This design comes from an exercise in tuning for small area on the open sky130 flow, not from production work. In this exercise RTL edits were held to simulation tests only and were not proved equivalent to the original.

File: run.sh
#!/bin/bash
# synth_recipe.tcl (not shown) runs the flow's synth.tcl, then flattens the netlist and writes it again
# the make line also repeats each setting of config.mk as NAME=value (left out here)
make -C /OpenROAD-flow-scripts/flow DESIGN_CONFIG=/design/flow/config.mk WORK_HOME=/design/flow/orfs CLKGATE_MAP_FILE= SYNTH_SCRIPT=/design/flow/synth_recipe.tcl finish
File: config.mk
export PLATFORM = sky130hd
export DESIGN_NAME = inc_cond_mppt
export DESIGN_NICKNAME = inc_cond_mppt
export VERILOG_FILES = /design/flow/design.v
export SDC_FILE = /design/flow/constraint.sdc
export NUM_CORES = 4
export LEC_CHECK = 0
export CAP_MARGIN = 20
export CORE_MARGIN = 2
export CORE_UTILIZATION = 40
export SLEW_MARGIN = 20
File: constraint.sdc
create_clock -name core_clock -period 10.0 [get_ports {clk}]
set_input_delay 2.0000 -clock core_clock [delete_from_list [all_inputs] [get_ports {clk}]]
set_output_delay 2.0000 -clock core_clock [all_outputs]
set_load 0.01 [all_outputs]
File: design.v
module inc_cond_mppt (
    input wire clk,
    input wire reset,
    input wire start,
    input wire [15:0] voltage_in,
    input wire [15:0] current_in,
    output reg [15:0] duty_cycle,
    output reg mpp_found,
    output reg [15:0] power_out
);
    parameter DUTY_STEP = 16'h0040;  
    parameter DELTA_V = 16'h0008;    
    parameter MAX_DUTY = 16'h3FFF;   
    parameter MIN_DUTY = 16'h0001;   
    reg [15:0] v_prev, i_prev, p_prev;
    reg [16:0] dv, di;
    reg [16:0] duty_up, duty_dn;
    reg [31:0] power_calc;
    reg [1:0] state;
    localparam IDLE = 2'b00;
    localparam CALCULATE = 2'b01;
    localparam UPDATE = 2'b10;
    always @* begin
        power_calc = voltage_in * current_in;  
        power_out = power_calc[23:8];  
    end
    always @* begin
        dv = {1'b0, voltage_in} - {1'b0, v_prev};
        di = {1'b0, current_in} - {1'b0, i_prev};
        duty_up = {1'b0, duty_cycle} + {1'b0, DUTY_STEP};
        duty_dn = {1'b0, duty_cycle} - {1'b0, DUTY_STEP};
        if (duty_up > {1'b0, MAX_DUTY})
            duty_up = {1'b0, MAX_DUTY};
        if (duty_dn[16] || duty_dn < {1'b0, MIN_DUTY})
            duty_dn = {1'b0, MIN_DUTY};
    end
    always @(posedge clk or posedge reset) begin
        if (reset) begin
            state <= IDLE;
            v_prev <= 16'h0000;
            i_prev <= 16'h0000;
            p_prev <= 16'h0000;
            duty_cycle <= 16'h2000;  
            mpp_found <= 1'b0;
        end else begin
            case (state)
                IDLE: begin
                    if (start) begin
                        v_prev <= voltage_in;
                        i_prev <= current_in;
                        p_prev <= power_out;
                        state <= CALCULATE;
                    end
                end
                CALCULATE: begin
                    if (dv == 0) begin
                        if (di == 0) begin
                            mpp_found <= 1'b1;
                        end else begin
                            if (!di[16]) begin
                                duty_cycle <= duty_up[15:0];
                            end else begin
                                duty_cycle <= duty_dn[15:0];
                            end
                            mpp_found <= 1'b0;
                        end
                    end else begin
                        if (di == 0) begin
                            mpp_found <= 1'b1;
                        end else if (di[16] == dv[16]) begin
                            duty_cycle <= duty_up[15:0];
                            mpp_found <= 1'b0;
                        end else begin
                            duty_cycle <= duty_dn[15:0];
                            mpp_found <= 1'b0;
                        end
                    end
                    state <= UPDATE;
                end
                UPDATE: begin
                    v_prev <= voltage_in;
                    i_prev <= current_in;
                    p_prev <= power_out;
                    state <= IDLE;
                end
            endcase
        end
    end
endmodule
==> flow_summary.ini <==
[outcome]
status = finished clean

[finish]
drive_gt1_share_pct = 17.22
antennaDiodeCount = 0
layoutNonFillerInstCount = 1729
fill_cells = 2499
fin_area_um2 = 13170
synthToLayoutAreaGrowth_pct = 23.15
utilization_pct = 50.40
nNetsFinal = 1700

[synth]
yosysTopAreaCell = fa_1
synth.area.top_cells = fa_1 (32%), ha_1 (12%), dfrtp_1 (12%)
synthDistinctLibCells = 64
synthesis.area_um2 = 10690
ys_ff_latch = 51
synth_most_common_cell = inv_1
yosysWarnings = 1
synthesis.nets = 1537
synth_top_area_share_pct = 31.64
seq_area_frac_synth_pct = 11.95
synthTopCellsByCount = inv_1 (248), fa_1 (169), nand2_1 (165)
synth-async-reset-ratio_pct = 100.0
synth_top_flop_cell = dfrtp_1
synth_edf_count = 0
syn_area_per_cell_um2 = 8.694
syn_inst = 1230

[detailed_routing]
ant_nets = 0
avgRoutedWirePerCell_um = 15.56
drt-total-wl_um = 26900
drc_errors = 0
detail_route.iter0.violations = 411
dr.pass1.iters = 16
via_per_inst = 5.072
vias = 8769

[timing]
fmax_mhz = 102.8
worst_slew_pin_slew_ns = 0.9361
max_slew_margin_pct = 37.59
period_minus_slack_ns = 9.732
fin_setup_tns_ns = 0
finalCritPeriodShare_pct = 97.32
fin_skew_ns = 0.007991
hold_violations = 0
final_max_slew_viol_count = 0
setup_viol = 0

[placed_design]
routabilityCongestion = 0.8615
place_area_um2 = 12480
dp_cells = 1692
dp_hpwl_um = 22030
io_buffers = 67

[worst_setup_path]
worstPathArrival_ns = 7.73
crit_chain = dlymetal6s2s_1 > buf_6 > and2_1 > fa_1 > inv_1 > fa_1 > inv_1 > fa_1 > fa_1 > fa_1 > inv_1 > fa_1 > inv_1 > ha_4 > nand4_1 > or4b_4 > nand3_2 > o211ai_1 > buf_4 > o21ba_2 > xnor2_1 > dlygate4sd2_1
endpoint_kind = output port
cpMostUsedCell = fa_1
critPathSlowestCell = fa_1
cp-start-kind = input pin
crit_required_ns = 8.00
cp_max_fo = 8
cpPeakStageDelay_ns = 0.56
crit_type = in -> out
regToRegSetupSlack_ns = 6.45

[grt]
grt_use_total_pct = 19.55
grt_pass1_wl_um = 44620
grt.overflow.total = 0
grt_max_degree = 52
antenna_found_initial = 0
grt_pass1_vias = 8971

[clock_network]
h-tree-depth = 2
clock_sinks = 51
cts-buffers-inserted = 5
clk_pin_slew_ns = 0.06
cts_tree = yes
root_buffer = clkbuf_16
cts_buffer_depth = 2
clk-insertion-delay-late_ns = 0.29

[die]
start_util_pct = 40.92
core_area_um2 = 26130
fp.dieArea_um2 = 28060
die_h_um = 167.5
top_level_ports = 68
fp-row-count = 59
dieWidth_um = 167.5

[worst_hold_path]
min_path_type = reg -> reg

[run]
max_cap_violations = 0
-- worst max-delay path: cells and delay by family --
kind	cells	cell delay, ns
fa+ha+maj	7	3.34
simple gates	4	0.91
compound gates	2	0.36
xor+xnor	1	0.14
buf+inv	8	0.97
-- logic make-up (layout without fill, tap and decap cells) --
logic type | count (synthesis) | in the layout | share of synthesized area [%]
and+or+nand+nor | 387 | 387 | 17.61
buffers and inverters | 299 | 463 | 10.65
adders and majority gates | 272 | 272 | 43.69
AOI/OAI and AO/OA | 146 | 146 | 9.185
DFF | 51 | 51 | 11.95
xor gates and xnor gates | 39 | 39 | 3.194
muxes | 36 | 36 | 3.732
-- placed cells by master, fill, tap and decap left out, types with 30 or more instances in the layout --
cell             count
fa_1               162
nand2_1            155
and2_1              87
clkdlybuf4s50_1     31
ha_1                93
o21ai_0             30
inv_1              237
buf_4              107
nor2_1              43
dfrtp_1             50
mux2_2              30
xnor2_1             32
-- registers in the layout (all words and copies together), names as in the netlist --
signal / flops
duty_cycle: 16
v_prev: 16
mpp_found: 1
i_prev: 16
state: 2
-- per-layer routing --
metal | wire, um | GRT usage [%] | up-vias
li1 | - | - | 4190
met5 | 0 | 0 | -
met2 | 13460 | 34.28 | 176
met4 | 250 | 3.289 | 0
met1 | 12330 | 27.05 | 4380
met3 | 859 | 1.442 | 23
-- timing repair --
| action | in CTS | in global routing |
|---|---|---|
| resized for setup | 26 | 112 |
| pin swaps | 4 | 61 |
| hold buffers | 0 | 0 |
| setup endpoints to repair | 11 | 10 |
| cloned | 0 | 1 |
| setup buffers | 0 | 28 |
-- path summary, 6_finish.rpt --
kind	from	end	cells past startpoint
worst min register to register	v_prev[0]	v_prev[0]	2
max in group asynchronous	reset	i_prev[13]	3
worst min-delay path	v_prev[0]	v_prev[0]	2
worst max register to register	duty_cycle[8]	duty_cycle[10]	9
worst max-delay path	voltage_in[5]	power_out[11]	22
min in group asynchronous	reset	duty_cycle[14]	3
-- area by class of cell --
cell class	count	area (um2)	share of cell area, %
Inverter	248	930.9	7.068
Tap cell	335	419.2	3.183
Clock buffer	8	136.4	1.036
Multi-Input combinational cell	880	8479	64.38
Sequential cell	51	1277	9.700
Timing Repair Buffer	207	1927	14.63
-- metrics by stage --
step | hold WS [ns] | worst slack, ns
floorplan | 0.4538 | 0.4824
CTS | 0.4950 | 0.008753
global route | 0.5155 | -0.006534
detailed placement | 0.4797 | -0.6466
finish | 0.4912 | 0.2685
global placement | 0.4709 | -0.5681

## static timing again, ports no longer ideal
The flow's constraints put no driver on any port. The routed layout listed below was extracted and timed again, unchanged, in two steps.
Step 1 sets driving cells, clkbuf_16 on the clock port and buf_2 on the other inputs (assumed; they add their load-dependent delay and slew).
Step 2 adds t to the input delays and takes it off the output delays; t is the mean of the earliest and latest rising clock arrival at the registers after step 1. Input paths then give back, and output paths get back, about the clock's delay inside the block.
Slacks: no drivers / after step 1 / after step 2; pairs: no drivers / after step 1.
t (ns): 0.324
slack for setup (ns): 0.268 / 0.247 / 0.247
worst setup path at the end: input to output
pins driven straight from the clock port: 1
After both steps this run still meets setup and hold. The setup slack of this run moves by -0.021 ns with the drivers and by -0.021 ns with both steps.
